Background: an optimization exercise with open tools, aiming at small area and a short achievable clock period. Do not read the settings as production practice. Only simulation tests tie the RTL to the original design; equivalence was not proved. Power figures rest on the tool's default switching activity, not on a simulated workload.

## flow/design.v (module list and top-level ports; edited modules follow where they fit)
// module rw_field: 15 lines
// module rwa_field: 16 lines
// module rws_field: 18 lines
// module afvip_rsel: 9 lines
// module afvip_rmux: 12 lines
// module afvip_au: 836 lines
// module afvip: 150 lines
module afvip #(
    parameter TP = 0
)(
    input            clk        ,
    input            rst_n      ,
    output           afvip_intr ,
    input            psel       ,
    input            penable    ,
    input     [15:0] paddr      ,
    input            pwrite     ,
    input     [31:0] pwdata     ,
    output           pready     ,
    output    [31:0] prdata     ,
    output           pslverr
);
  // ...
==> flow/flow/run.sh <==
#!/bin/bash
# Layout flow: the standard layout (standard.sh) with these changes:
#  - synthesis uses flow/synth.tcl: the standard synthesis script, except that the work register read
#    mux and its select lines (modules afvip_rmux and afvip_rsel, which hold no registers) are mapped
#    on their own (see flow/synth.tcl); registers, their names and cells are those of the standard
#    synthesis;
#  - repair_timing aims for a setup slack margin of SETUP_SLACK_MARGIN ns against the design's clock;
#  - clock tree sink clusters of up to 25 flip-flops and no dummy loads;
#  - ports are buffered with buf_4 cells.
# Each tool's output goes to a log here (synth.log, standard.log) and to ORFS's logs under orfs/logs.
set -euo pipefail
export SETUP_SLACK_MARGIN=8.5
export CTS_ARGS="-sink_clustering_enable -repair_clock_nets -dont_use_dummy_load -sink_clustering_size 25 -sink_clustering_max_diameter 80"
export BUFFER_PORTS_ARGS="-buffer_cell sky130_fd_sc_hd__buf_4"
make_line=$(grep '^make ' standard.sh)
synth_line=$(printf '%s\n' "$make_line" | sed -e "s|SYNTH_SCRIPT=[^ ]*|SYNTH_SCRIPT=$PWD/flow/synth.tcl|" -e 's|"${@:-finish}"|synth|')
bash -c "$synth_line" > synth.log 2>&1
bash standard.sh finish > standard.log 2>&1
==> flow/flow/synth.tcl <==
# Synthesis for flow/run.sh: the standard synthesis (synth_recipe.tcl, ORFS synth.tcl), except
# that the work register read mux (module afvip_rmux) and its select lines (module afvip_rsel) are
# kept as modules of their own until the end: ABC maps afvip_rsel as it maps the top module, and
# afvip_rmux with an area-only mapping onto a few AND-OR cells. Neither module holds registers.
# The design is flattened and renamed as synth_recipe.tcl does.
proc synth {args} { yosys synth -nofsm -noshare {*}$args }
set ::env(SYNTH_KEEP_MODULES) {afvip_rmux afvip_rsel}
proc abc {args} {
  yosys abc {*}$args afvip
  yosys abc {*}$args afvip_rsel
  set lib [lindex $args [expr {[lsearch -exact $args -liberty] + 1}]]
  set fh [open $lib r]; set text [read $fh]; close $fh
  set keep {sky130_fd_sc_hd__a22oi_1 sky130_fd_sc_hd__nand4_1 sky130_fd_sc_hd__nand2_1
            sky130_fd_sc_hd__nor2_1 sky130_fd_sc_hd__inv_1}
  set rargs {}
  set skip 0
  foreach a $args {
    if {$skip} { set skip 0; continue }
    if {$a eq "-script" || $a eq "-constr"} { set skip 1; continue }
    lappend rargs $a
  }
  foreach {- c} [regexp -all -inline {cell\s*\(\s*"?([A-Za-z0-9_]+)"?\s*\)} $text] {
    if {[lsearch -exact $keep $c] < 0} { lappend rargs -dont_use $c }
  }
  set scr $::env(OBJECTS_DIR)/abc_rmux.script
  set fh [open $scr w]; puts $fh "strash\ndch\nmap -a"; close $fh
  yosys abc -script $scr {*}$rargs afvip_rmux
}
source $::env(SCRIPTS_DIR)/synth.tcl
# left out here: clear keep_hierarchy, flatten, clean up, hide names made inside functions, write 1_2_yosys.v
==> flow/standard.sh <==
#!/bin/bash
# synth_recipe.tcl (not shown) runs the flow's synth.tcl, then flattens the netlist and writes it again
# the make line also repeats each setting of config.mk as NAME=value (left out here)
make -C /OpenROAD-flow-scripts/flow DESIGN_CONFIG=/design/flow/config.mk WORK_HOME=/design/flow/orfs CLKGATE_MAP_FILE= SYNTH_SCRIPT=/design/flow/synth_recipe.tcl "${@:-finish}"
==> flow/config.mk <==
export PLATFORM = sky130hd
export DESIGN_NAME = afvip
export DESIGN_NICKNAME = afvip
export VERILOG_FILES = /design/flow/design.v
export SDC_FILE = /design/flow/constraint.sdc
export NUM_CORES = 8
export LEC_CHECK = 0
export ABC_AREA = 1
export CAP_MARGIN = 20
export CORE_MARGIN = 2
export CORE_UTILIZATION = 55
export PLACE_DENSITY = 0.65
export SLEW_MARGIN = 20
==> flow/constraint.sdc <==
create_clock -name core_clock -period 13.0 [get_ports {clk}]
set_input_delay 2.6000 -clock core_clock [delete_from_list [all_inputs] [get_ports {clk}]]
set_output_delay 2.6000 -clock core_clock [all_outputs]
set_load 0.01 [all_outputs]
==> run summary, run 1 <==
clock group share of total power=roughly a third; Post-synth ARST share=5.48%; mux cell area share after synthesis=0.0163%; setup violators final=0; initial antenna violation count=9; Critical path origin=opb[15]; Top Registers=wreg: 1024 flops, st: 83 flops; met3 wire length=24,600 um; DR vias/cell=around 6.5; Pins Over Slew Limit=0; WP depth=13; seq pwr=approximately 0.0045 W; Fmax=around 220 MHz; CLK BUF=68; Post-synth top cells=edfxtp_1, nand2_1, a22oi_1; Iter 0 DRT Violations=roughly 6.4k; Switch Pwr=~0.0013 W; critical path fanouts, max=14; hold-critical path depth=1; Synth Area in Simple Gates=between 9 and 10%; Post-Synth XOR/XNOR Area=roughly 4.3%; Final Power=0.00677 W; Post-synth EDFFs=roughly 1.1k; FFs & Latches=between 1k and 1.5k; Post-DP Area=roughly 0.065 sq mm; PostCTS Resize Cnt=just under 80; global-route usage over all layers=about a third; setup tns final=0 ns; top cells by area, synth=edfxtp_1, fa_1, a22oi_1; Clock Network Area Fraction=under 10%; Cell Area, Synth=slightly above 0.06 sq mm; gr busiest metal=met2; most frequent cell after synthesis=edfxtp_1; core area=around 0.11 sq mm; Skew-Pair Late Insertion Delay=between 0.6 and 0.7 ns; Crit-path slowest cell=edfxtp_1; multi-input gate area in the final layout=roughly 0.022 sq mm; first-pass GRT wire length=roughly 300,000 um; met1 WL=~80,000 um; placer congestion estimate=around 0.99; Worst Max-Slew Pin Slew=~1.1 ns; share of layout cells above drive strength 1=between 10% and 20%; run status=complete, no violations; Clk. pwr=around 0.0022 W; fin util=around 61%
==> inputs of run 2 (changes only) <==
--- a/flow/design.v
+++ b/flow/design.v
@@ -354,565 +354,361 @@
   wire t264 = (((one[13] & a[4]) | (two[13] & a[3])) ^ neg[13]);
   wire t265 = (((one[13] & a[5]) | (two[13] & a[4])) ^ neg[13]);
   wire t266 = ((one[14] & a[0]) ^ neg[14]);
   wire t267 = (((one[14] & a[1]) | (two[14] & a[0])) ^ neg[14]);
   wire t268 = (((one[14] & a[2]) | (two[14] & a[1])) ^ neg[14]);
   wire t269 = (((one[14] & a[3]) | (two[14] & a[2])) ^ neg[14]);
   wire t270 = ((one[15] & a[0]) ^ neg[15]);
   wire t271 = (((one[15] & a[1]) | (two[15] & a[0])) ^ neg[15]);
-  wire t272 = t0 ^ neg[0] ^ c[0];
-  wire t273 = (t0 & neg[0]) | (t0 & c[0]) | (neg[0] & c[0]);
-  wire t274 = t2 ^ t32 ^ neg[1];
-  wire t275 = (t2 & t32) | (t2 & neg[1]) | (t32 & neg[1]);
-  wire t276 = t3 ^ t33 ^ c[3];
-  wire t277 = (t3 & t33) | (t3 & c[3]) | (t33 & c[3]);
-  wire t278 = t4 ^ t34 ^ t62;
-  wire t279 = (t4 & t34) | (t4 & t62) | (t34 & t62);
-  wire t280 = t5 ^ t35 ^ t63;
-  wire t281 = (t5 & t35) | (t5 & t63) | (t35 & t63);
-  wire t282 = t6 ^ t36 ^ t64;
-  wire t283 = (t6 & t36) | (t6 & t64) | (t36 & t64);
-  wire t284 = t90 ^ neg[3] ^ c[6];
-  wire t285 = (t90 & neg[3]) | (t90 & c[6]) | (neg[3] & c[6]);
-  wire t286 = t7 ^ t37 ^ t65;
-  wire t287 = (t7 & t37) | (t7 & t65) | (t37 & t65);
-  wire t288 = t8 ^ t38 ^ t66;
-  wire t289 = (t8 & t38) | (t8 & t66) | (t38 & t66);
-  wire t290 = t92 ^ t116 ^ neg[4];
-  wire t291 = (t92 & t116) | (t92 & neg[4]) | (t116 & neg[4]);
-  wire t292 = t9 ^ t39 ^ t67;
-  wire t293 = (t9 & t39) | (t9 & t67) | (t39 & t67);
-  wire t294 = t10 ^ t40 ^ t68;
-  wire t295 = (t10 & t40) | (t10 & t68) | (t40 & t68);
-  wire t296 = t94 ^ t118 ^ t140;
-  wire t297 = (t94 & t118) | (t94 & t140) | (t118 & t140);
-  wire t298 = t11 ^ t41 ^ t69;
-  wire t299 = (t11 & t41) | (t11 & t69) | (t41 & t69);
-  wire t300 = t95 ^ t119 ^ t141;
-  wire t301 = (t95 & t119) | (t95 & t141) | (t119 & t141);
-  wire t302 = t12 ^ t42 ^ t70;
-  wire t303 = (t12 & t42) | (t12 & t70) | (t42 & t70);
-  wire t304 = t96 ^ t120 ^ t142;
-  wire t305 = (t96 & t120) | (t96 & t142) | (t120 & t142);
-  wire t306 = t13 ^ t43 ^ t71;
-  wire t307 = (t13 & t43) | (t13 & t71) | (t43 & t71);
-  wire t308 = t97 ^ t121 ^ t143;
-  wire t309 = (t97 & t121) | (t97 & t143) | (t121 & t143);
-  wire t310 = t14 ^ t44 ^ t72;
-  wire t311 = (t14 & t44) | (t14 & t72) | (t44 & t72);
-  wire t312 = t98 ^ t122 ^ t144;
-  wire t313 = (t98 & t122) | (t98 & t144) | (t122 & t144);
-  wire t314 = t164 ^ t182 ^ neg[7];
-  wire t315 = (t164 & t182) | (t164 & neg[7]) | (t182 & neg[7]);
-  wire t316 = t15 ^ t45 ^ t73;
-  wire t317 = (t15 & t45) | (t15 & t73) | (t45 & t73);
-  wire t318 = t99 ^ t123 ^ t145;
-  wire t319 = (t99 & t123) | (t99 & t145) | (t123 & t145);
-  wire t320 = t16 ^ t46 ^ t74;
-  wire t321 = (t16 & t46) | (t16 & t74) | (t46 & t74);
-  wire t322 = t100 ^ t124 ^ t146;
-  wire t323 = (t100 & t124) | (t100 & t146) | (t124 & t146);
-  wire t324 = t166 ^ t184 ^ t200;
-  wire t325 = (t166 & t184) | (t166 & t200) | (t184 & t200);
-  wire t326 = t17 ^ t47 ^ t75;
-  wire t327 = (t17 & t47) | (t17 & t75) | (t47 & t75);
-  wire t328 = t101 ^ t125 ^ t147;
-  wire t329 = (t101 & t125) | (t101 & t147) | (t125 & t147);
-  wire t330 = t167 ^ t185 ^ t201;
-  wire t331 = (t167 & t185) | (t167 & t201) | (t185 & t201);
-  wire t332 = t18 ^ t48 ^ t76;
-  wire t333 = (t18 & t48) | (t18 & t76) | (t48 & t76);
-  wire t334 = t102 ^ t126 ^ t148;
-  wire t335 = (t102 & t126) | (t102 & t148) | (t126 & t148);
-  wire t336 = t168 ^ t186 ^ t202;
-  wire t337 = (t168 & t186) | (t168 & t202) | (t186 & t202);
-  wire t338 = t19 ^ t49 ^ t77;
-  wire t339 = (t19 & t49) | (t19 & t77) | (t49 & t77);
-  wire t340 = t103 ^ t127 ^ t149;
-  wire t341 = (t103 & t127) | (t103 & t149) | (t127 & t149);
-  wire t342 = t169 ^ t187 ^ t203;
-  wire t343 = (t169 & t187) | (t169 & t203) | (t187 & t203);
-  wire t344 = t20 ^ t50 ^ t78;
-  wire t345 = (t20 & t50) | (t20 & t78) | (t50 & t78);
-  wire t346 = t104 ^ t128 ^ t150;
-  wire t347 = (t104 & t128) | (t104 & t150) | (t128 & t150);
-  wire t348 = t170 ^ t188 ^ t204;
-  wire t349 = (t170 & t188) | (t170 & t204) | (t188 & t204);
-  wire t350 = t218 ^ t230 ^ neg[10];
-  wire t351 = (t218 & t230) | (t218 & neg[10]) | (t230 & neg[10]);
-  wire t352 = t21 ^ t51 ^ t79;
-  wire t353 = (t21 & t51) | (t21 & t79) | (t51 & t79);
-  wire t354 = t105 ^ t129 ^ t151;
-  wire t355 = (t105 & t129) | (t105 & t151) | (t129 & t151);
-  wire t356 = t171 ^ t189 ^ t205;
-  wire t357 = (t171 & t189) | (t171 & t205) | (t189 & t205);
-  wire t358 = t22 ^ t52 ^ t80;
-  wire t359 = (t22 & t52) | (t22 & t80) | (t52 & t80);
-  wire t360 = t106 ^ t130 ^ t152;
-  wire t361 = (t106 & t130) | (t106 & t152) | (t130 & t152);
-  wire t362 = t172 ^ t190 ^ t206;
-  wire t363 = (t172 & t190) | (t172 & t206) | (t190 & t206);
-  wire t364 = t220 ^ t232 ^ t242;
-  wire t365 = (t220 & t232) | (t220 & t242) | (t232 & t242);
-  wire t366 = t23 ^ t53 ^ t81;
-  wire t367 = (t23 & t53) | (t23 & t81) | (t53 & t81);
-  wire t368 = t107 ^ t131 ^ t153;
-  wire t369 = (t107 & t131) | (t107 & t153) | (t131 & t153);
-  wire t370 = t173 ^ t191 ^ t207;
-  wire t371 = (t173 & t191) | (t173 & t207) | (t191 & t207);
-  wire t372 = t221 ^ t233 ^ t243;
-  wire t373 = (t221 & t233) | (t221 & t243) | (t233 & t243);
-  wire t374 = t24 ^ t54 ^ t82;
-  wire t375 = (t24 & t54) | (t24 & t82) | (t54 & t82);
-  wire t376 = t108 ^ t132 ^ t154;
-  wire t377 = (t108 & t132) | (t108 & t154) | (t132 & t154);
-  wire t378 = t174 ^ t192 ^ t208;
-  wire t379 = (t174 & t192) | (t174 & t208) | (t192 & t208);
-  wire t380 = t222 ^ t234 ^ t244;
-  wire t381 = (t222 & t234) | (t222 & t244) | (t234 & t244);
-  wire t382 = t25 ^ t55 ^ t83;
-  wire t383 = (t25 & t55) | (t25 & t83) | (t55 & t83);
-  wire t384 = t109 ^ t133 ^ t155;
-  wire t385 = (t109 & t133) | (t109 & t155) | (t133 & t155);
-  wire t386 = t175 ^ t193 ^ t209;
-  wire t387 = (t175 & t193) | (t175 & t209) | (t193 & t209);
-  wire t388 = t223 ^ t235 ^ t245;
-  wire t389 = (t223 & t235) | (t223 & t245) | (t235 & t245);
-  wire t390 = t26 ^ t56 ^ t84;
-  wire t391 = (t26 & t56) | (t26 & t84) | (t56 & t84);
-  wire t392 = t110 ^ t134 ^ t156;
-  wire t393 = (t110 & t134) | (t110 & t156) | (t134 & t156);
-  wire t394 = t176 ^ t194 ^ t210;
-  wire t395 = (t176 & t194) | (t176 & t210) | (t194 & t210);
-  wire t396 = t224 ^ t236 ^ t246;
-  wire t397 = (t224 & t236) | (t224 & t246) | (t236 & t246);
-  wire t398 = t254 ^ t260 ^ neg[13];
-  wire t399 = (t254 & t260) | (t254 & neg[13]) | (t260 & neg[13]);
-  wire t400 = t27 ^ t57 ^ t85;
-  wire t401 = (t27 & t57) | (t27 & t85) | (t57 & t85);
-  wire t402 = t111 ^ t135 ^ t157;
-  wire t403 = (t111 & t135) | (t111 & t157) | (t135 & t157);
-  wire t404 = t177 ^ t195 ^ t211;
-  wire t405 = (t177 & t195) | (t177 & t211) | (t195 & t211);
-  wire t406 = t225 ^ t237 ^ t247;
-  wire t407 = (t225 & t237) | (t225 & t247) | (t237 & t247);
-  wire t408 = t28 ^ t58 ^ t86;
-  wire t409 = (t28 & t58) | (t28 & t86) | (t58 & t86);
-  wire t410 = t112 ^ t136 ^ t158;
-  wire t411 = (t112 & t136) | (t112 & t158) | (t136 & t158);
-  wire t412 = t178 ^ t196 ^ t212;
-  wire t413 = (t178 & t196) | (t178 & t212) | (t196 & t212);
-  wire t414 = t226 ^ t238 ^ t248;
-  wire t415 = (t226 & t238) | (t226 & t248) | (t238 & t248);
-  wire t416 = t256 ^ t262 ^ t266;
-  wire t417 = (t256 & t262) | (t256 & t266) | (t262 & t266);
-  wire t418 = t29 ^ t59 ^ t87;
-  wire t419 = (t29 & t59) | (t29 & t87) | (t59 & t87);
-  wire t420 = t113 ^ t137 ^ t159;
-  wire t421 = (t113 & t137) | (t113 & t159) | (t137 & t159);
-  wire t422 = t179 ^ t197 ^ t213;
-  wire t423 = (t179 & t197) | (t179 & t213) | (t197 & t213);
-  wire t424 = t227 ^ t239 ^ t249;
-  wire t425 = (t227 & t239) | (t227 & t249) | (t239 & t249);
-  wire t426 = t257 ^ t263 ^ t267;
-  wire t427 = (t257 & t263) | (t257 & t267) | (t263 & t267);
-  wire t428 = t30 ^ t60 ^ t88;
-  wire t429 = (t30 & t60) | (t30 & t88) | (t60 & t88);
-  wire t430 = t114 ^ t138 ^ t160;
-  wire t431 = (t114 & t138) | (t114 & t160) | (t138 & t160);
-  wire t432 = t180 ^ t198 ^ t214;
-  wire t433 = (t180 & t198) | (t180 & t214) | (t198 & t214);
-  wire t434 = t228 ^ t240 ^ t250;
-  wire t435 = (t228 & t240) | (t228 & t250) | (t240 & t250);
-  wire t436 = t258 ^ t264 ^ t268;
-  wire t437 = (t258 & t264) | (t258 & t268) | (t264 & t268);
-  wire t438 = t31 ^ t61 ^ t89;
-  wire t439 = t115 ^ t139 ^ t161;
-  wire t440 = t181 ^ t199 ^ t215;
-  wire t441 = t229 ^ t241 ^ t251;
-  wire t442 = t259 ^ t265 ^ t269;
-  wire t443 = t273 ^ t1 ^ c[1];
-  wire t444 = (t273 & t1) | (t273 & c[1]) | (t1 & c[1]);
-  wire t445 = t277 ^ t278 ^ neg[2];
-  wire t446 = (t277 & t278) | (t277 & neg[2]) | (t278 & neg[2]);
-  wire t447 = t279 ^ t280 ^ c[5];
-  wire t448 = (t279 & t280) | (t279 & c[5]) | (t280 & c[5]);
-  wire t449 = t281 ^ t282 ^ t284;
-  wire t450 = (t281 & t282) | (t281 & t284) | (t282 & t284);
-  wire t451 = t283 ^ t285 ^ t286;
-  wire t452 = (t283 & t285) | (t283 & t286) | (t285 & t286);
-  wire t453 = t287 ^ t288 ^ t290;
-  wire t454 = (t287 & t288) | (t287 & t290) | (t288 & t290);
-  wire t455 = t289 ^ t291 ^ t292;
-  wire t456 = (t289 & t291) | (t289 & t292) | (t291 & t292);
-  wire t457 = t293 ^ t294 ^ t296;
-  wire t458 = (t293 & t294) | (t293 & t296) | (t294 & t296);
-  wire t459 = t295 ^ t297 ^ t298;
-  wire t460 = (t295 & t297) | (t295 & t298) | (t297 & t298);
-  wire t461 = t299 ^ t301 ^ t302;
-  wire t462 = (t299 & t301) | (t299 & t302) | (t301 & t302);
-  wire t463 = t304 ^ t162 ^ neg[6];
-  wire t464 = (t304 & t162) | (t304 & neg[6]) | (t162 & neg[6]);
-  wire t465 = t303 ^ t305 ^ t306;
-  wire t466 = (t303 & t305) | (t303 & t306) | (t305 & t306);
-  wire t467 = t307 ^ t309 ^ t310;
-  wire t468 = (t307 & t309) | (t307 & t310) | (t309 & t310);
-  wire t469 = t311 ^ t313 ^ t315;
-  wire t470 = (t311 & t313) | (t311 & t315) | (t313 & t315);
-  wire t471 = t316 ^ t318 ^ t165;
-  wire t472 = (t316 & t318) | (t316 & t165) | (t318 & t165);
-  wire t473 = t317 ^ t319 ^ t320;
-  wire t474 = (t317 & t319) | (t317 & t320) | (t319 & t320);
-  wire t475 = t322 ^ t324 ^ neg[8];
-  wire t476 = (t322 & t324) | (t322 & neg[8]) | (t324 & neg[8]);
-  wire t477 = t321 ^ t323 ^ t325;
-  wire t478 = (t321 & t323) | (t321 & t325) | (t323 & t325);
-  wire t479 = t326 ^ t328 ^ t330;
-  wire t480 = (t326 & t328) | (t326 & t330) | (t328 & t330);
-  wire t481 = t327 ^ t329 ^ t331;
-  wire t482 = (t327 & t329) | (t327 & t331) | (t329 & t331);
-  wire t483 = t332 ^ t334 ^ t336;
-  wire t484 = (t332 & t334) | (t332 & t336) | (t334 & t336);
-  wire t485 = t333 ^ t335 ^ t337;
-  wire t486 = (t333 & t335) | (t333 & t337) | (t335 & t337);
-  wire t487 = t338 ^ t340 ^ t342;
-  wire t488 = (t338 & t340) | (t338 & t342) | (t340 & t342);
-  wire t489 = t339 ^ t341 ^ t343;
-  wire t490 = (t339 & t341) | (t339 & t343) | (t341 & t343);
-  wire t491 = t344 ^ t346 ^ t348;
-  wire t492 = (t344 & t346) | (t344 & t348) | (t346 & t348);
-  wire t493 = t345 ^ t347 ^ t349;
-  wire t494 = (t345 & t347) | (t345 & t349) | (t347 & t349);
-  wire t495 = t351 ^ t352 ^ t354;
-  wire t496 = (t351 & t352) | (t351 & t354) | (t352 & t354);
-  wire t497 = t356 ^ t219 ^ t231;
-  wire t498 = (t356 & t219) | (t356 & t231) | (t219 & t231);
-  wire t499 = t353 ^ t355 ^ t357;
-  wire t500 = (t353 & t355) | (t353 & t357) | (t355 & t357);
-  wire t501 = t358 ^ t360 ^ t362;
-  wire t502 = (t358 & t360) | (t358 & t362) | (t360 & t362);
-  wire t503 = t359 ^ t361 ^ t363;
-  wire t504 = (t359 & t361) | (t359 & t363) | (t361 & t363);
-  wire t505 = t365 ^ t366 ^ t368;
-  wire t506 = (t365 & t366) | (t365 & t368) | (t366 & t368);
-  wire t507 = t367 ^ t369 ^ t371;
-  wire t508 = (t367 & t369) | (t367 & t371) | (t369 & t371);
-  wire t509 = t373 ^ t374 ^ t376;
-  wire t510 = (t373 & t374) | (t373 & t376) | (t374 & t376);
-  wire t511 = t378 ^ t380 ^ t252;
-  wire t512 = (t378 & t380) | (t378 & t252) | (t380 & t252);
-  wire t513 = t375 ^ t377 ^ t379;
-  wire t514 = (t375 & t377) | (t375 & t379) | (t377 & t379);
-  wire t515 = t381 ^ t382 ^ t384;
-  wire t516 = (t381 & t382) | (t381 & t384) | (t382 & t384);
-  wire t517 = t386 ^ t388 ^ t253;
-  wire t518 = (t386 & t388) | (t386 & t253) | (t388 & t253);
-  wire t519 = t383 ^ t385 ^ t387;
-  wire t520 = (t383 & t385) | (t383 & t387) | (t385 & t387);
-  wire t521 = t389 ^ t390 ^ t392;
-  wire t522 = (t389 & t390) | (t389 & t392) | (t390 & t392);
-  wire t523 = t394 ^ t396 ^ t398;
-  wire t524 = (t394 & t396) | (t394 & t398) | (t396 & t398);
-  wire t525 = t391 ^ t393 ^ t395;
-  wire t526 = (t391 & t393) | (t391 & t395) | (t393 & t395);
-  wire t527 = t397 ^ t399 ^ t400;
-  wire t528 = (t397 & t399) | (t397 & t400) | (t399 & t400);
-  wire t529 = t402 ^ t404 ^ t406;
-  wire t530 = (t402 & t404) | (t402 & t406) | (t404 & t406);
-  wire t531 = t401 ^ t403 ^ t405;
-  wire t532 = (t401 & t403) | (t401 & t405) | (t403 & t405);
-  wire t533 = t407 ^ t408 ^ t410;
-  wire t534 = (t407 & t408) | (t407 & t410) | (t408 & t410);
-  wire t535 = t412 ^ t414 ^ t416;
-  wire t536 = (t412 & t414) | (t412 & t416) | (t414 & t416);
-  wire t537 = t409 ^ t411 ^ t413;
-  wire t538 = (t409 & t411) | (t409 & t413) | (t411 & t413);
-  wire t539 = t415 ^ t417 ^ t418;
-  wire t540 = (t415 & t417) | (t415 & t418) | (t417 & t418);
-  wire t541 = t420 ^ t422 ^ t424;
-  wire t542 = (t420 & t422) | (t420 & t424) | (t422 & t424);
-  wire t543 = t419 ^ t421 ^ t423;
-  wire t544 = (t419 & t421) | (t419 & t423) | (t421 & t423);
-  wire t545 = t425 ^ t427 ^ t428;
-  wire t546 = (t425 & t427) | (t425 & t428) | (t427 & t428);
-  wire t547 = t430 ^ t432 ^ t434;
-  wire t548 = (t430 & t432) | (t430 & t434) | (t432 & t434);
-  wire t549 = t436 ^ t270 ^ neg[15];
-  wire t550 = (t436 & t270) | (t436 & neg[15]) | (t270 & neg[15]);
-  wire t551 = t429 ^ t431 ^ t433;
-  wire t552 = t435 ^ t437 ^ t438;
-  wire t553 = t439 ^ t440 ^ t441;
-  wire t554 = t444 ^ t274 ^ c[2];
-  wire t555 = (t444 & t274) | (t444 & c[2]) | (t274 & c[2]);
-  wire t556 = t450 ^ t451 ^ t91;
-  wire t557 = (t450 & t451) | (t450 & t91) | (t451 & t91);
-  wire t558 = t454 ^ t455 ^ t93;
-  wire t559 = (t454 & t455) | (t454 & t93) | (t455 & t93);
-  wire t560 = t456 ^ t457 ^ neg[5];
-  wire t561 = (t456 & t457) | (t456 & neg[5]) | (t457 & neg[5]);
-  wire t562 = t458 ^ t459 ^ t300;
-  wire t563 = (t458 & t459) | (t458 & t300) | (t459 & t300);
-  wire t564 = t460 ^ t461 ^ t463;
-  wire t565 = (t460 & t461) | (t460 & t463) | (t461 & t463);
-  wire t566 = t462 ^ t464 ^ t465;
-  wire t567 = (t462 & t464) | (t462 & t465) | (t464 & t465);
-  wire t568 = t466 ^ t467 ^ t312;
-  wire t569 = (t466 & t467) | (t466 & t312) | (t467 & t312);
-  wire t570 = t468 ^ t469 ^ t471;
-  wire t571 = (t468 & t469) | (t468 & t471) | (t469 & t471);
-  wire t572 = t470 ^ t472 ^ t473;
-  wire t573 = (t470 & t472) | (t470 & t473) | (t472 & t473);
-  wire t574 = t474 ^ t476 ^ t477;
-  wire t575 = (t474 & t476) | (t474 & t477) | (t476 & t477);
-  wire t576 = t478 ^ t480 ^ t481;
-  wire t577 = (t478 & t480) | (t478 & t481) | (t480 & t481);
-  wire t578 = t483 ^ t216 ^ neg[9];
-  wire t579 = (t483 & t216) | (t483 & neg[9]) | (t216 & neg[9]);
-  wire t580 = t482 ^ t484 ^ t485;
-  wire t581 = (t482 & t484) | (t482 & t485) | (t484 & t485);
-  wire t582 = t486 ^ t488 ^ t489;
-  wire t583 = (t486 & t488) | (t486 & t489) | (t488 & t489);
-  wire t584 = t490 ^ t492 ^ t493;
-  wire t585 = (t490 & t492) | (t490 & t493) | (t492 & t493);
-  wire t586 = t494 ^ t496 ^ t498;
-  wire t587 = (t494 & t496) | (t494 & t498) | (t496 & t498);
-  wire t588 = t499 ^ t501 ^ t364;
-  wire t589 = (t499 & t501) | (t499 & t364) | (t501 & t364);
-  wire t590 = t500 ^ t502 ^ t503;
-  wire t591 = (t500 & t502) | (t500 & t503) | (t502 & t503);
-  wire t592 = t505 ^ t370 ^ t372;
-  wire t593 = (t505 & t370) | (t505 & t372) | (t370 & t372);
-  wire t594 = t504 ^ t506 ^ t507;
-  wire t595 = (t504 & t506) | (t504 & t507) | (t506 & t507);
-  wire t596 = t509 ^ t511 ^ neg[12];
-  wire t597 = (t509 & t511) | (t509 & neg[12]) | (t511 & neg[12]);
-  wire t598 = t508 ^ t510 ^ t512;
-  wire t599 = (t508 & t510) | (t508 & t512) | (t510 & t512);
-  wire t600 = t513 ^ t515 ^ t517;
-  wire t601 = (t513 & t515) | (t513 & t517) | (t515 & t517);
-  wire t602 = t514 ^ t516 ^ t518;
-  wire t603 = (t514 & t516) | (t514 & t518) | (t516 & t518);
-  wire t604 = t519 ^ t521 ^ t523;
-  wire t605 = (t519 & t521) | (t519 & t523) | (t521 & t523);
-  wire t606 = t520 ^ t522 ^ t524;
-  wire t607 = (t520 & t522) | (t520 & t524) | (t522 & t524);
-  wire t608 = t525 ^ t527 ^ t529;
-  wire t609 = (t525 & t527) | (t525 & t529) | (t527 & t529);
-  wire t610 = t526 ^ t528 ^ t530;
-  wire t611 = (t526 & t528) | (t526 & t530) | (t528 & t530);
-  wire t612 = t531 ^ t533 ^ t535;
-  wire t613 = (t531 & t533) | (t531 & t535) | (t533 & t535);
-  wire t614 = t532 ^ t534 ^ t536;
-  wire t615 = (t532 & t534) | (t532 & t536) | (t534 & t536);
-  wire t616 = t537 ^ t539 ^ t541;
-  wire t617 = (t537 & t539) | (t537 & t541) | (t539 & t541);
-  wire t618 = t538 ^ t540 ^ t542;
-  wire t619 = (t538 & t540) | (t538 & t542) | (t540 & t542);
-  wire t620 = t543 ^ t545 ^ t547;
-  wire t621 = (t543 & t545) | (t543 & t547) | (t545 & t547);
-  wire t622 = t544 ^ t546 ^ t548;
-  wire t623 = t550 ^ t551 ^ t552;
-  wire t624 = t553 ^ t442 ^ t271;
-  wire t625 = t555 ^ t275 ^ t276;
-  wire t626 = (t555 & t275) | (t555 & t276) | (t275 & t276);
-  wire t627 = t445 ^ c[4];
-  wire t628 = t445 & c[4];
-  wire t629 = t446 ^ t447;
-  wire t630 = t446 & t447;
-  wire t631 = t448 ^ t449;
-  wire t632 = t448 & t449;
-  wire t633 = t556 ^ c[7];
-  wire t634 = t556 & c[7];
-  wire t635 = t557 ^ t452 ^ t453;
-  wire t636 = (t557 & t452) | (t557 & t453) | (t452 & t453);
-  wire t637 = t558 ^ t117;
-  wire t638 = t558 & t117;
-  wire t639 = t559 ^ t560;
-  wire t640 = t559 & t560;
-  wire t641 = t561 ^ t562;
-  wire t642 = t561 & t562;
-  wire t643 = t563 ^ t564;
-  wire t644 = t563 & t564;
-  wire t645 = t565 ^ t566 ^ t308;
-  wire t646 = (t565 & t566) | (t565 & t308) | (t566 & t308);
-  wire t647 = t567 ^ t568 ^ t314;
-  wire t648 = (t567 & t568) | (t567 & t314) | (t568 & t314);
-  wire t649 = t569 ^ t570 ^ t183;
-  wire t650 = (t569 & t570) | (t569 & t183) | (t570 & t183);
-  wire t651 = t571 ^ t572 ^ t475;
-  wire t652 = (t571 & t572) | (t571 & t475) | (t572 & t475);
-  wire t653 = t573 ^ t574 ^ t479;
-  wire t654 = (t573 & t574) | (t573 & t479) | (t574 & t479);
-  wire t655 = t575 ^ t576 ^ t578;
-  wire t656 = (t575 & t576) | (t575 & t578) | (t576 & t578);
-  wire t657 = t577 ^ t579 ^ t580;
-  wire t658 = (t577 & t579) | (t577 & t580) | (t579 & t580);
-  wire t659 = t487 ^ t217;
-  wire t660 = t487 & t217;
-  wire t661 = t581 ^ t582 ^ t491;
-  wire t662 = (t581 & t582) | (t581 & t491) | (t582 & t491);
-  wire t663 = t583 ^ t584 ^ t495;
-  wire t664 = (t583 & t584) | (t583 & t495) | (t584 & t495);
-  wire t665 = t585 ^ t586 ^ t588;
-  wire t666 = (t585 & t586) | (t585 & t588) | (t586 & t588);
-  wire t667 = t587 ^ t589 ^ t590;
-  wire t668 = (t587 & t589) | (t587 & t590) | (t589 & t590);
-  wire t669 = t591 ^ t593 ^ t594;
-  wire t670 = (t591 & t593) | (t591 & t594) | (t593 & t594);
-  wire t671 = t595 ^ t597 ^ t598;
-  wire t672 = (t595 & t597) | (t595 & t598) | (t597 & t598);
-  wire t673 = t599 ^ t601 ^ t602;
-  wire t674 = (t599 & t601) | (t599 & t602) | (t601 & t602);
-  wire t675 = t603 ^ t605 ^ t606;
-  wire t676 = (t603 & t605) | (t603 & t606) | (t605 & t606);
-  wire t677 = t608 ^ t255 ^ t261;
-  wire t678 = (t608 & t255) | (t608 & t261) | (t255 & t261);
-  wire t679 = t607 ^ t609 ^ t610;
-  wire t680 = (t607 & t609) | (t607 & t610) | (t609 & t610);
-  wire t681 = t612 ^ neg[14];
-  wire t682 = t612 & neg[14];
-  wire t683 = t611 ^ t613 ^ t614;
-  wire t684 = (t611 & t613) | (t611 & t614) | (t613 & t614);
-  wire t685 = t616 ^ t426;
-  wire t686 = t616 & t426;
-  wire t687 = t615 ^ t617 ^ t618;
-  wire t688 = (t615 & t617) | (t615 & t618) | (t617 & t618);
-  wire t689 = t620 ^ t549;
-  wire t690 = t620 & t549;
-  wire t691 = t619 ^ t621 ^ t622;
-  wire t692 = t623 ^ t624;
+  wire t272, t273; assign {t273, t272} = t0 + neg[0] + c[0];
+  wire t274, t275; assign {t275, t274} = t2 + t32 + neg[1];
+  wire t276, t277; assign {t277, t276} = t3 + t33 + c[3];
+  wire t278, t279; assign {t279, t278} = t4 + t34 + t62;
+  wire t280, t281; assign {t281, t280} = t5 + t35 + t63;
+  wire t282, t283; assign {t283, t282} = t6 + t36 + t64;
+  wire t284, t285; assign {t285, t284} = t90 + neg[3] + c[6];
+  wire t286, t287; assign {t287, t286} = t7 + t37 + t65;
+  wire t288, t289; assign {t289, t288} = t8 + t38 + t66;
+  wire t290, t291; assign {t291, t290} = t92 + t116 + neg[4];
+  wire t292, t293; assign {t293, t292} = t9 + t39 + t67;
+  wire t294, t295; assign {t295, t294} = t10 + t40 + t68;
+  wire t296, t297; assign {t297, t296} = t94 + t118 + t140;
+  wire t298, t299; assign {t299, t298} = t11 + t41 + t69;
+  wire t300, t301; assign {t301, t300} = t95 + t119 + t141;
+  wire t302, t303; assign {t303, t302} = t12 + t42 + t70;
+  wire t304, t305; assign {t305, t304} = t96 + t120 + t142;
+  wire t306, t307; assign {t307, t306} = t13 + t43 + t71;
+  wire t308, t309; assign {t309, t308} = t97 + t121 + t143;
+  wire t310, t311; assign {t311, t310} = t14 + t44 + t72;
+  wire t312, t313; assign {t313, t312} = t98 + t122 + t144;
+  wire t314, t315; assign {t315, t314} = t164 + t182 + neg[7];
+  wire t316, t317; assign {t317, t316} = t15 + t45 + t73;
+  wire t318, t319; assign {t319, t318} = t99 + t123 + t145;
+  wire t320, t321; assign {t321, t320} = t16 + t46 + t74;
+  wire t322, t323; assign {t323, t322} = t100 + t124 + t146;
+  wire t324, t325; assign {t325, t324} = t166 + t184 + t200;
+  wire t326, t327; assign {t327, t326} = t17 + t47 + t75;
+  wire t328, t329; assign {t329, t328} = t101 + t125 + t147;
+  wire t330, t331; assign {t331, t330} = t167 + t185 + t201;
+  wire t332, t333; assign {t333, t332} = t18 + t48 + t76;
+  wire t334, t335; assign {t335, t334} = t102 + t126 + t148;
+  wire t336, t337; assign {t337, t336} = t168 + t186 + t202;
+  wire t338, t339; assign {t339, t338} = t19 + t49 + t77;
+  wire t340, t341; assign {t341, t340} = t103 + t127 + t149;
+  wire t342, t343; assign {t343, t342} = t169 + t187 + t203;
+  wire t344, t345; assign {t345, t344} = t20 + t50 + t78;
+  wire t346, t347; assign {t347, t346} = t104 + t128 + t150;
+  wire t348, t349; assign {t349, t348} = t170 + t188 + t204;
+  wire t350, t351; assign {t351, t350} = t218 + t230 + neg[10];
+  wire t352, t353; assign {t353, t352} = t21 + t51 + t79;
+  wire t354, t355; assign {t355, t354} = t105 + t129 + t151;
+  wire t356, t357; assign {t357, t356} = t171 + t189 + t205;
+  wire t358, t359; assign {t359, t358} = t22 + t52 + t80;
+  wire t360, t361; assign {t361, t360} = t106 + t130 + t152;
+  wire t362, t363; assign {t363, t362} = t172 + t190 + t206;
+  wire t364, t365; assign {t365, t364} = t220 + t232 + t242;
+  wire t366, t367; assign {t367, t366} = t23 + t53 + t81;
+  wire t368, t369; assign {t369, t368} = t107 + t131 + t153;
+  wire t370, t371; assign {t371, t370} = t173 + t191 + t207;
+  wire t372, t373; assign {t373, t372} = t221 + t233 + t243;
+  wire t374, t375; assign {t375, t374} = t24 + t54 + t82;
+  wire t376, t377; assign {t377, t376} = t108 + t132 + t154;
+  wire t378, t379; assign {t379, t378} = t174 + t192 + t208;
+  wire t380, t381; assign {t381, t380} = t222 + t234 + t244;
+  wire t382, t383; assign {t383, t382} = t25 + t55 + t83;
+  wire t384, t385; assign {t385, t384} = t109 + t133 + t155;
+  wire t386, t387; assign {t387, t386} = t175 + t193 + t209;
+  wire t388, t389; assign {t389, t388} = t223 + t235 + t245;
+  wire t390, t391; assign {t391, t390} = t26 + t56 + t84;
+  wire t392, t393; assign {t393, t392} = t110 + t134 + t156;
+  wire t394, t395; assign {t395, t394} = t176 + t194 + t210;
+  wire t396, t397; assign {t397, t396} = t224 + t236 + t246;
+  wire t398, t399; assign {t399, t398} = t254 + t260 + neg[13];
+  wire t400, t401; assign {t401, t400} = t27 + t57 + t85;
+  wire t402, t403; assign {t403, t402} = t111 + t135 + t157;
+  wire t404, t405; assign {t405, t404} = t177 + t195 + t211;
+  wire t406, t407; assign {t407, t406} = t225 + t237 + t247;
+  wire t408, t409; assign {t409, t408} = t28 + t58 + t86;
+  wire t410, t411; assign {t411, t410} = t112 + t136 + t158;
+  wire t412, t413; assign {t413, t412} = t178 + t196 + t212;
+  wire t414, t415; assign {t415, t414} = t226 + t238 + t248;
+  wire t416, t417; assign {t417, t416} = t256 + t262 + t266;
+  wire t418, t419; assign {t419, t418} = t29 + t59 + t87;
+  wire t420, t421; assign {t421, t420} = t113 + t137 + t159;
+  wire t422, t423; assign {t423, t422} = t179 + t197 + t213;
+  wire t424, t425; assign {t425, t424} = t227 + t239 + t249;
+  wire t426, t427; assign {t427, t426} = t257 + t263 + t267;
+  wire t428, t429; assign {t429, t428} = t30 + t60 + t88;
+  wire t430, t431; assign {t431, t430} = t114 + t138 + t160;
+  wire t432, t433; assign {t433, t432} = t180 + t198 + t214;
+  wire t434, t435; assign {t435, t434} = t228 + t240 + t250;
+  wire t436, t437; assign {t437, t436} = t258 + t264 + t268;
+  wire t438, t439; assign {t439, t438} = t31 + t61 + t89;
+  wire t440, t441; assign {t441, t440} = t115 + t139 + t161;
+  wire t442, t443; assign {t443, t442} = t181 + t199 + t215;
+  wire t444, t445; assign {t445, t444} = t229 + t241 + t251;
+  wire t446, t447; assign {t447, t446} = t259 + t265 + t269;
+  wire t448, t449; assign {t449, t448} = t273 + t1 + c[1];
+  wire t450, t451; assign {t451, t450} = t277 + t278 + neg[2];
+  wire t452, t453; assign {t453, t452} = t279 + t280 + c[5];
+  wire t454, t455; assign {t455, t454} = t281 + t282 + t284;
+  wire t456, t457; assign {t457, t456} = t283 + t285 + t286;
+  wire t458, t459; assign {t459, t458} = t287 + t288 + t290;
+  wire t460, t461; assign {t461, t460} = t289 + t291 + t292;
+  wire t462, t463; assign {t463, t462} = t293 + t294 + t296;
+  wire t464, t465; assign {t465, t464} = t295 + t297 + t298;
+  wire t466, t467; assign {t467, t466} = t299 + t301 + t302;
+  wire t468, t469; assign {t469, t468} = t304 + t162 + neg[6];
+  wire t470, t471; assign {t471, t470} = t303 + t305 + t306;
+  wire t472, t473; assign {t473, t472} = t307 + t309 + t310;
+  wire t474, t475; assign {t475, t474} = t311 + t313 + t315;
+  wire t476, t477; assign {t477, t476} = t316 + t318 + t165;
+  wire t478, t479; assign {t479, t478} = t317 + t319 + t320;
+  wire t480, t481; assign {t481, t480} = t322 + t324 + neg[8];
+  wire t482, t483; assign {t483, t482} = t321 + t323 + t325;
+  wire t484, t485; assign {t485, t484} = t326 + t328 + t330;
+  wire t486, t487; assign {t487, t486} = t327 + t329 + t331;
+  wire t488, t489; assign {t489, t488} = t332 + t334 + t336;
+  wire t490, t491; assign {t491, t490} = t333 + t335 + t337;
+  wire t492, t493; assign {t493, t492} = t338 + t340 + t342;
+  wire t494, t495; assign {t495, t494} = t339 + t341 + t343;
+  wire t496, t497; assign {t497, t496} = t344 + t346 + t348;
+  wire t498, t499; assign {t499, t498} = t345 + t347 + t349;
+  wire t500, t501; assign {t501, t500} = t351 + t352 + t354;
+  wire t502, t503; assign {t503, t502} = t356 + t219 + t231;
+  wire t504, t505; assign {t505, t504} = t353 + t355 + t357;
+  wire t506, t507; assign {t507, t506} = t358 + t360 + t362;
+  wire t508, t509; assign {t509, t508} = t359 + t361 + t363;
+  wire t510, t511; assign {t511, t510} = t365 + t366 + t368;
+  wire t512, t513; assign {t513, t512} = t367 + t369 + t371;
+  wire t514, t515; assign {t515, t514} = t373 + t374 + t376;
+  wire t516, t517; assign {t517, t516} = t378 + t380 + t252;
+  wire t518, t519; assign {t519, t518} = t375 + t377 + t379;
+  wire t520, t521; assign {t521, t520} = t381 + t382 + t384;
+  wire t522, t523; assign {t523, t522} = t386 + t388 + t253;
+  wire t524, t525; assign {t525, t524} = t383 + t385 + t387;
+  wire t526, t527; assign {t527, t526} = t389 + t390 + t392;
+  wire t528, t529; assign {t529, t528} = t394 + t396 + t398;
+  wire t530, t531; assign {t531, t530} = t391 + t393 + t395;
+  wire t532, t533; assign {t533, t532} = t397 + t399 + t400;
+  wire t534, t535; assign {t535, t534} = t402 + t404 + t406;
+  wire t536, t537; assign {t537, t536} = t401 + t403 + t405;
+  wire t538, t539; assign {t539, t538} = t407 + t408 + t410;
+  wire t540, t541; assign {t541, t540} = t412 + t414 + t416;
+  wire t542, t543; assign {t543, t542} = t409 + t411 + t413;
+  wire t544, t545; assign {t545, t544} = t415 + t417 + t418;
+  wire t546, t547; assign {t547, t546} = t420 + t422 + t424;
+  wire t548, t549; assign {t549, t548} = t419 + t421 + t423;
+  wire t550, t551; assign {t551, t550} = t425 + t427 + t428;
+  wire t552, t553; assign {t553, t552} = t430 + t432 + t434;
+  wire t554, t555; assign {t555, t554} = t436 + t270 + neg[15];
+  wire t556, t557; assign {t557, t556} = t429 + t431 + t433;
+  wire t558, t559; assign {t559, t558} = t435 + t437 + t438;
+  wire t560, t561; assign {t561, t560} = t440 + t442 + t444;
+  wire t562, t563; assign {t563, t562} = t449 + t274 + c[2];
+  wire t564, t565; assign {t565, t564} = t455 + t456 + t91;
+  wire t566, t567; assign {t567, t566} = t459 + t460 + t93;
+  wire t568, t569; assign {t569, t568} = t461 + t462 + neg[5];
+  wire t570, t571; assign {t571, t570} = t463 + t464 + t300;
+  wire t572, t573; assign {t573, t572} = t465 + t466 + t468;
+  wire t574, t575; assign {t575, t574} = t467 + t469 + t470;
+  wire t576, t577; assign {t577, t576} = t471 + t472 + t312;
+  wire t578, t579; assign {t579, t578} = t473 + t474 + t476;
+  wire t580, t581; assign {t581, t580} = t475 + t477 + t478;
+  wire t582, t583; assign {t583, t582} = t479 + t481 + t482;
+  wire t584, t585; assign {t585, t584} = t483 + t485 + t486;
+  wire t586, t587; assign {t587, t586} = t488 + t216 + neg[9];
+  wire t588, t589; assign {t589, t588} = t487 + t489 + t490;
+  wire t590, t591; assign {t591, t590} = t491 + t493 + t494;
+  wire t592, t593; assign {t593, t592} = t495 + t497 + t498;
+  wire t594, t595; assign {t595, t594} = t499 + t501 + t503;
+  wire t596, t597; assign {t597, t596} = t504 + t506 + t364;
+  wire t598, t599; assign {t599, t598} = t505 + t507 + t508;
+  wire t600, t601; assign {t601, t600} = t510 + t370 + t372;
+  wire t602, t603; assign {t603, t602} = t509 + t511 + t512;
+  wire t604, t605; assign {t605, t604} = t514 + t516 + neg[12];
+  wire t606, t607; assign {t607, t606} = t513 + t515 + t517;
+  wire t608, t609; assign {t609, t608} = t518 + t520 + t522;
+  wire t610, t611; assign {t611, t610} = t519 + t521 + t523;
+  wire t612, t613; assign {t613, t612} = t524 + t526 + t528;
+  wire t614, t615; assign {t615, t614} = t525 + t527 + t529;
+  wire t616, t617; assign {t617, t616} = t530 + t532 + t534;
+  wire t618, t619; assign {t619, t618} = t531 + t533 + t535;
+  wire t620, t621; assign {t621, t620} = t536 + t538 + t540;
+  wire t622, t623; assign {t623, t622} = t537 + t539 + t541;
+  wire t624, t625; assign {t625, t624} = t542 + t544 + t546;
+  wire t626, t627; assign {t627, t626} = t543 + t545 + t547;
+  wire t628, t629; assign {t629, t628} = t548 + t550 + t552;
+  wire t630, t631; assign {t631, t630} = t549 + t551 + t553;
+  wire t632, t633; assign {t633, t632} = t555 + t556 + t558;
+  wire t634, t635; assign {t635, t634} = t560 + t446 + t271;
+  wire t636, t637; assign {t637, t636} = t563 + t275 + t276;
+  wire t638, t639; assign {t639, t638} = t450 + c[4];
+  wire t640, t641; assign {t641, t640} = t451 + t452;
+  wire t642, t643; assign {t643, t642} = t453 + t454;
+  wire t644, t645; assign {t645, t644} = t564 + c[7];
+  wire t646, t647; assign {t647, t646} = t565 + t457 + t458;
+  wire t648, t649; assign {t649, t648} = t566 + t117;
+  wire t650, t651; assign {t651, t650} = t567 + t568;
+  wire t652, t653; assign {t653, t652} = t569 + t570;
+  wire t654, t655; assign {t655, t654} = t571 + t572;
+  wire t656, t657; assign {t657, t656} = t573 + t574 + t308;
+  wire t658, t659; assign {t659, t658} = t575 + t576 + t314;
+  wire t660, t661; assign {t661, t660} = t577 + t578 + t183;
+  wire t662, t663; assign {t663, t662} = t579 + t580 + t480;
+  wire t664, t665; assign {t665, t664} = t581 + t582 + t484;
+  wire t666, t667; assign {t667, t666} = t583 + t584 + t586;
+  wire t668, t669; assign {t669, t668} = t585 + t587 + t588;
+  wire t670, t671; assign {t671, t670} = t492 + t217;
+  wire t672, t673; assign {t673, t672} = t589 + t590 + t496;
+  wire t674, t675; assign {t675, t674} = t591 + t592 + t500;
+  wire t676, t677; assign {t677, t676} = t593 + t594 + t596;
+  wire t678, t679; assign {t679, t678} = t595 + t597 + t598;
+  wire t680, t681; assign {t681, t680} = t599 + t601 + t602;
+  wire t682, t683; assign {t683, t682} = t603 + t605 + t606;
+  wire t684, t685; assign {t685, t684} = t607 + t609 + t610;
+  wire t686, t687; assign {t687, t686} = t611 + t613 + t614;
+  wire t688, t689; assign {t689, t688} = t616 + t255 + t261;
+  wire t690, t691; assign {t691, t690} = t615 + t617 + t618;
+  wire t692, t693; assign {t693, t692} = t620 + neg[14];
+  wire t694, t695; assign {t695, t694} = t619 + t621 + t622;
+  wire t696, t697; assign {t697, t696} = t624 + t426;
+  wire t698, t699; assign {t699, t698} = t623 + t625 + t626;
+  wire t700, t701; assign {t701, t700} = t628 + t554;
+  wire t702, t703; assign {t703, t702} = t627 + t629 + t630;
+  wire t704, t705; assign {t705, t704} = t632 + t634;
   assign r[0] = t272;
   assign r[32] = 1'b0;
   assign r[64] = 1'b0;
   assign r[96] = 1'b0;
-  assign r[1] = t443;
+  assign r[1] = t448;
   assign r[33] = 1'b0;
   assign r[65] = 1'b0;
   assign r[97] = 1'b0;
-  assign r[2] = t554;
+  assign r[2] = t562;
   assign r[34] = 1'b0;
   assign r[66] = 1'b0;
   assign r[98] = 1'b0;
-  assign r[3] = t625;
+  assign r[3] = t636;
   assign r[35] = 1'b0;
   assign r[67] = 1'b0;
   assign r[99] = 1'b0;
-  assign r[4] = t626;
-  assign r[36] = t627;
+  assign r[4] = t637;
+  assign r[36] = t638;
   assign r[68] = 1'b0;
   assign r[100] = 1'b0;
-  assign r[5] = t628;
-  assign r[37] = t629;
+  assign r[5] = t639;
+  assign r[37] = t640;
   assign r[69] = 1'b0;
   assign r[101] = 1'b0;
-  assign r[6] = t630;
-  assign r[38] = t631;
+  assign r[6] = t641;
+  assign r[38] = t642;
   assign r[70] = 1'b0;
   assign r[102] = 1'b0;
-  assign r[7] = t632;
-  assign r[39] = t633;
+  assign r[7] = t643;
+  assign r[39] = t644;
   assign r[71] = 1'b0;
   assign r[103] = 1'b0;
-  assign r[8] = t634;
-  assign r[40] = t635;
+  assign r[8] = t645;
+  assign r[40] = t646;
   assign r[72] = 1'b0;
   assign r[104] = 1'b0;
-  assign r[9] = t636;
-  assign r[41] = t637;
+  assign r[9] = t647;
+  assign r[41] = t648;
   assign r[73] = 1'b0;
   assign r[105] = 1'b0;
-  assign r[10] = t638;
-  assign r[42] = t639;
+  assign r[10] = t649;
+  assign r[42] = t650;
   assign r[74] = 1'b0;
   assign r[106] = 1'b0;
-  assign r[11] = t640;
-  assign r[43] = t641;
+  assign r[11] = t651;
+  assign r[43] = t652;
   assign r[75] = 1'b0;
   assign r[107] = 1'b0;
-  assign r[12] = t642;
-  assign r[44] = t643;
+  assign r[12] = t653;
+  assign r[44] = t654;
   assign r[76] = 1'b0;
   assign r[108] = 1'b0;
-  assign r[13] = t644;
-  assign r[45] = t645;
+  assign r[13] = t655;
+  assign r[45] = t656;
   assign r[77] = t163;
   assign r[109] = 1'b0;
-  assign r[14] = t646;
-  assign r[46] = t647;
+  assign r[14] = t657;
+  assign r[46] = t658;
   assign r[78] = 1'b0;
   assign r[110] = 1'b0;
-  assign r[15] = t648;
-  assign r[47] = t649;
+  assign r[15] = t659;
+  assign r[47] = t660;
   assign r[79] = 1'b0;
   assign r[111] = 1'b0;
-  assign r[16] = t650;
-  assign r[48] = t651;
+  assign r[16] = t661;
+  assign r[48] = t662;
   assign r[80] = 1'b0;
   assign r[112] = 1'b0;
-  assign r[17] = t652;
-  assign r[49] = t653;
+  assign r[17] = t663;
+  assign r[49] = t664;
   assign r[81] = 1'b0;
   assign r[113] = 1'b0;
-  assign r[18] = t654;
-  assign r[50] = t655;
+  assign r[18] = t665;
+  assign r[50] = t666;
   assign r[82] = 1'b0;
   assign r[114] = 1'b0;
-  assign r[19] = t656;
-  assign r[51] = t657;
-  assign r[83] = t659;
+  assign r[19] = t667;
+  assign r[51] = t668;
+  assign r[83] = t670;
   assign r[115] = 1'b0;
-  assign r[20] = t658;
-  assign r[52] = t660;
-  assign r[84] = t661;
+  assign r[20] = t669;
+  assign r[52] = t671;
+  assign r[84] = t672;
   assign r[116] = t350;
-  assign r[21] = t662;
-  assign r[53] = t663;
-  assign r[85] = t497;
+  assign r[21] = t673;
+  assign r[53] = t674;
+  assign r[85] = t502;
   assign r[117] = 1'b0;
-  assign r[22] = t664;
-  assign r[54] = t665;
+  assign r[22] = t675;
+  assign r[54] = t676;
   assign r[86] = neg[11];
   assign r[118] = 1'b0;
-  assign r[23] = t666;
-  assign r[55] = t667;
-  assign r[87] = t592;
+  assign r[23] = t677;
+  assign r[55] = t678;
+  assign r[87] = t600;
   assign r[119] = 1'b0;
-  assign r[24] = t668;
-  assign r[56] = t669;
-  assign r[88] = t596;
+  assign r[24] = t679;
+  assign r[56] = t680;
+  assign r[88] = t604;
   assign r[120] = 1'b0;
-  assign r[25] = t670;
-  assign r[57] = t671;
-  assign r[89] = t600;
+  assign r[25] = t681;
+  assign r[57] = t682;
+  assign r[89] = t608;
   assign r[121] = 1'b0;
-  assign r[26] = t672;
-  assign r[58] = t673;
-  assign r[90] = t604;
+  assign r[26] = t683;
+  assign r[58] = t684;
+  assign r[90] = t612;
   assign r[122] = 1'b0;
-  assign r[27] = t674;
-  assign r[59] = t675;
-  assign r[91] = t677;
+  assign r[27] = t685;
+  assign r[59] = t686;
+  assign r[91] = t688;
   assign r[123] = 1'b0;
-  assign r[28] = t676;
-  assign r[60] = t678;
-  assign r[92] = t679;
-  assign r[124] = t681;
-  assign r[29] = t680;
-  assign r[61] = t682;
-  assign r[93] = t683;
-  assign r[125] = t685;
-  assign r[30] = t684;
-  assign r[62] = t686;
-  assign r[94] = t687;
-  assign r[126] = t689;
-  assign r[31] = t688;
-  assign r[63] = t690;
-  assign r[95] = t691;
-  assign r[127] = t692;
+  assign r[28] = t687;
+  assign r[60] = t689;
+  assign r[92] = t690;
+  assign r[124] = t692;
+  assign r[29] = t691;
+  assign r[61] = t693;
+  assign r[93] = t694;
+  assign r[125] = t696;
+  assign r[30] = t695;
+  assign r[62] = t697;
+  assign r[94] = t698;
+  assign r[126] = t700;
+  assign r[31] = t699;
+  assign r[63] = t701;
+  assign r[95] = t702;
+  assign r[127] = t704;
 endmodule
 `timescale 1ns/1ps
 module afvip #(
     parameter TP = 0
 )(
     input            clk        ,
     input            rst_n      ,
     output           afvip_intr ,
--- a/flow/flow/run.sh
+++ b/flow/flow/run.sh
@@ -4,15 +4,15 @@
 #    mux and its select lines (modules afvip_rmux and afvip_rsel, which hold no registers) are mapped
 #    on their own (see flow/synth.tcl); registers, their names and cells are those of the standard
 #    synthesis;
 #  - repair_timing aims for a setup slack margin of SETUP_SLACK_MARGIN ns against the design's clock;
 #  - clock tree sink clusters of up to 25 flip-flops and no dummy loads;
 #  - ports are buffered with buf_4 cells.
 # Each tool's output goes to a log here (synth.log, standard.log) and to ORFS's logs under orfs/logs.
 set -euo pipefail
-export SETUP_SLACK_MARGIN=8.5
+export SETUP_SLACK_MARGIN=8.7
 export CTS_ARGS="-sink_clustering_enable -repair_clock_nets -dont_use_dummy_load -sink_clustering_size 25 -sink_clustering_max_diameter 80"
 export BUFFER_PORTS_ARGS="-buffer_cell sky130_fd_sc_hd__buf_4"
 make_line=$(grep '^make ' standard.sh)
 synth_line=$(printf '%s\n' "$make_line" | sed -e "s|SYNTH_SCRIPT=[^ ]*|SYNTH_SCRIPT=$PWD/flow/synth.tcl|" -e 's|"${@:-finish}"|synth|')
 bash -c "$synth_line" > synth.log 2>&1
 bash standard.sh finish > standard.log 2>&1
==> run 2 against run 1 <==
Effect of this change:
- still clean on timing, DRC and antenna
- clock skew rose by 0.0047 ns
- worst setup slack better by 0.17 ns
- synthesized cell count down 4.4%
- critical path depth rose by 1
- sequential share of layout area decreased by 0.34 points
- sequential cell count stayed put
- synthesized area down 1.3%
- count of clock-buffer cells in the layout up 1
- sequential power is essentially flat
- critical path type is now in2reg
- highest routed layer unchanged
==> run summary, run 2 <==
Worst Max-Slew Pin Slew=1.14 ns (about the same); IR Drop Worst-Case VDD=0.000113 V (was 0.000124 V); RSZ-0062 raised after global routing=true (unchanged); type of the most critical hold path=reg2reg (unchanged); CP Launch Type=input port (was flop); H-Tree Depth=3 (unchanged); Internal=0.00547 W (was 0.00545 W); Routed WL=221,000 um (was 203,000 um); clock group share of total power=32.8% (was 32.6%); clock skew=0.0896 ns (was 0.0848 ns); r2r endpoint=st[54] (was st[60]); Worst Setup EP=opa[5] (was st[60]); Critical path origin=pwrite (was opb[15]); via count=44.6k (was 43.8k); drt pass-1 iters=8 (was 6); Skew-Pair Late Insertion Delay=0.69 ns (was 0.68 ns); Rel. slew slack=24.0% (was 23.4%); Final period util=33.4% (was 34.8%); CTS Root Cell=clkbuf_16 (unchanged); CTS Sinks=1,313 (unchanged); I/O pin count=88 (unchanged); Net Count, Synth=5,228 (was 5,454); Cells after Synth=4,890 (was 5,116); GR Overflow Total=0 (unchanged); flops & latches, synth=1,313 (unchanged); sw frac=19.6% (was 19.5%); core area=0.109 sq mm (was 0.111 sq mm); Syn Area/Cell=12.4 sq um (was 12.0 sq um); Unique masters post-synth=52 (was 53); Initial Util=55.5% (about the same); max FFs per register=1,024 (unchanged); setup violators final=0 (unchanged); run status=complete, no violations (unchanged); top cells by area, synth=edfxtp_1, fa_1, a22oi_1 (unchanged); Top Registers=wreg: 1024 flops, st: 83 flops (unchanged); initial antenna violation count=8 (was 9); Flop pwr share=66.2% (was 66.5%); Seq/Total Area, Yosys=61.9% (was 61.1%); Die Width=336 um (was 338 um); global-route usage over all layers=38.7% (was 35.1%); power per cell area=100 mW/mm^2 (about the same); top-area cell type share of the netlist area=53.9% (was 53.2%); Post-synth EDFFs=1,088 (unchanged); routed length per instance=33.9 um (was 30.2 um); Max-Cap Viols=0 (unchanged); critical path capture point type=flop (unchanged); cell taking the most area after synthesis=edfxtp_1 (unchanged); Reg clk slew, reported paths=0.10 ns (about the same); vias in the first global route=41.9k (was 42.3k); total die area=0.113 sq mm (was 0.114 sq mm); Post-DP Area=0.0639 sq mm (was 0.0648 sq mm); commonest non-fill, non-tap cell in the layout=edfxtp_1 (unchanged); Area Growth Syn to Fin=11.9% (was 9.74%); largest net degree at the start of global routing=73 (unchanged); Pins Over Slew Limit=0 (unchanged); crit path kind=in2reg (was reg2reg); Ys Warns=2 (unchanged); Reg2Reg Depth=11 (was 13); Post-synth top cells=edfxtp_1, nand2_1, a22oi_1 (unchanged); DRC Markers=0 (unchanged); Non-Filler Cell Area, Final=0.0678 sq mm (was 0.0674 sq mm); CTS tree=done (unchanged); first-pass GRT wire length=306,000 um (was 292,000 um); DPL Wire Length=129,000 um (about the same); Pleak=23.8 nW (was 25.3 nW); critical path fanouts, max=10 (was 14); Fmax=230 MHz (was 221 MHz); ys flop type=edfxtp_1 (unchanged); most frequent cell after synthesis=edfxtp_1 (unchanged); deepest clock path buffer count=3 (unchanged); FP Rows=121 (was 122); combinational group share of total power=1.0% (was 0.9%); final hold violations=0 (unchanged); DR vias/cell=6.82 (was 6.51); Top reg by flops=wreg (unchanged); ANT nets after route=0 (unchanged); reg2reg setup slack=8.73 ns (was 8.48 ns); setup tns final=0 ns (unchanged); Switch Pwr=0.00134 W (was 0.00132 W); PortBufs=86 (unchanged); Cell Area, Synth=0.0606 sq mm (was 0.0614 sq mm); final net count=5,395 (was 5,585); share of layout cells above drive strength 1=13.1% (was 10.3%); fin crit period=4.35 ns (was 4.52 ns); Req. time, crit path=13.39 ns (was 13.47 ns); die height=336 um (was 338 um); CTS Hold Bufs=0 (unchanged); placer congestion estimate=0.984 (was 0.988); Crit path arrival time=4.74 ns (was 4.98 ns); total CTS buffers=69 (was 68); Iter 0 DRT Violations=7,640 (was 6,366); commonest cells after routing, fill and taps aside=edfxtp_1, nand2_1, a22oi_1 (unchanged); RR Startpoint=opb[13] (was opb[15]); Post-synth ARST share=5.48% (unchanged)
run 2: changes by cell type after synthesis, moves of 10 or more:
cell,before,now
clkbuf_1,114,132
nand2_1,773,627
inv_1,481,358
xor2_1,278,265
o22ai_1,270,292
a21oi_1,52,77
o21bai_2,10,0
run 2: worst max-delay path, cell delays in order:
cell and delay [ns]:
buf_16 0.13, nor2_4 0.05, buf_4 0.16, inv_6 0.08
nor2_1 0.07, nand2_4 0.23, nand2_8 0.19, buf_12 0.18
a22oi_1 0.16, nand4_1 0.12, nor2_1 0.13, nand2_1 0.20
a21oi_2 0.27, mux2i_1 0.13
run 2: cells by family (layout without fill, tap and decap cells):
kind of cell,after synthesis,count (layout),share of synthesized area [%]
compound gates,1156,1157,12.5
xor+xnor,291,291,4.20
fa+ha+maj,285,285,8.36
buf+inv,571,718,3.69
flops,1313,1313,61.9
mux,10,10,0.165
other cells,1,8,0.00619
simple gates,1263,1280,9.12
run 2: repair_timing:
action                                  4_1_cts  5_1_grt
endpoints found under the hold margin         0        0
pin swaps                                    13       40
buffers inserted                             17       43
gates cloned                                 14       10
endpoints found under the setup margin      457      414
resized for setup                           182      151
run 2: cell type report:
| cell class | instances | area (sq um) |
|---|---|---|
| flip-flops and latches | 1313 | 37500 |
| fillers | 8521 | 41300 |
| well taps | 1476 | 1850 |
| inverters | 385 | 1570 |
| repair buffers | 261 | 2450 |
| repair inverters | 3 | 23.8 |
| multi-input cells | 3024 | 22700 |
| clock buffers | 69 | 1730 |
| diodes | 7 | 17.5 |
run 2: power by group through the flow:
stage	Clock [W]	Combinational, W	Sequential (W)
6_report	0.00223	0.0000654	0.00450
5_1_grt	0.00237	0.0000684	0.00450
4_1_cts	0.00224	0.0000601	0.00450
3_5_place_dp	0	0.0000558	0.00460
3_3_place_gp	0	0.0000559	0.00460
2_1_floorplan	0	0.0000208	0.00459
run 2: worst min path at each step:
stage | from | to | slack (ns) | depth (start not counted)
finish | clr_err | err | 0.46 | 1
global route | vld[27] | vld[27] | 0.47 | 1
CTS | vld[27] | vld[27] | 0.46 | 1
detailed placement | vld[16] | vld[16] | 0.45 | 1
global placement | vld[11] | vld[11] | 0.45 | 1
floorplan | clr_err | err | 0.43 | 1
run 2: per-module statistics from Yosys (local to each module, per instance):
module,times used,flip-flops and latches,cells inside
afvip_rmux,1,0,736
afvip_rsel,1,0,164
afvip,1,1313,3990
run 2: stage by stage:
step	total power [W]	worst slack (ns)	std cells	hold WS, ns	utilization, %
2_1_floorplan	0.00461	8.71	4890	0.434	-
3_3_place_gp	0.00465	7.42	6377	0.450	58.5
3_5_place_dp	0.00465	7.36	6378	0.452	58.5
4_1_cts	0.00680	8.60	6478	0.465	61.1
5_1_grt	0.00694	8.62	6532	0.467	62.1
6_report	0.00680	8.65	6538	0.462	62.1
run 2: routing by layer:
layer | part of all wire, % | vias up | GRT usage, % | routed length (um)
met5 | 0.012 | - | 0 | 27
met4 | 4.3 | 4 | 14.1 | 9620
met3 | 15 | 517 | 11.6 | 33100
met2 | 43 | 3484 | 55.6 | 94600
met1 | 38 | 22300 | 55.8 | 84100
li1 | - | 18300 | - | -

==> what the ideal ports hide <==
How much do the figures lean on ideal ports? The routed layouts below were timed once more, with nothing changed but the port constraints. Step 1, drivers: a clkbuf_16 drives clk and a buf_2 each remaining input, both assumed. Step 2 also shifts input and output timing later by t, the mid clock arrival at the registers, as if the neighbouring blocks saw the same clock. a / b / c = ideal ports / drivers / drivers and shift; a / b = the first two.
| run | t (ns) | setup slack, ns | clock arrival spread, ns |
|---|---|---|---|
| run 1 | 0.723 | 8.482 / 8.448 / 7.725 | 0.092 / 0.092 |
| run 2 | 0.730 | 8.654 / 8.537 / 7.807 | 0.089 / 0.090 |
After both steps setup and hold are still met in every run listed. For run 2, which loses most, drivers alone change the setup slack by -0.117 ns; drivers and shift together by -0.847 ns.
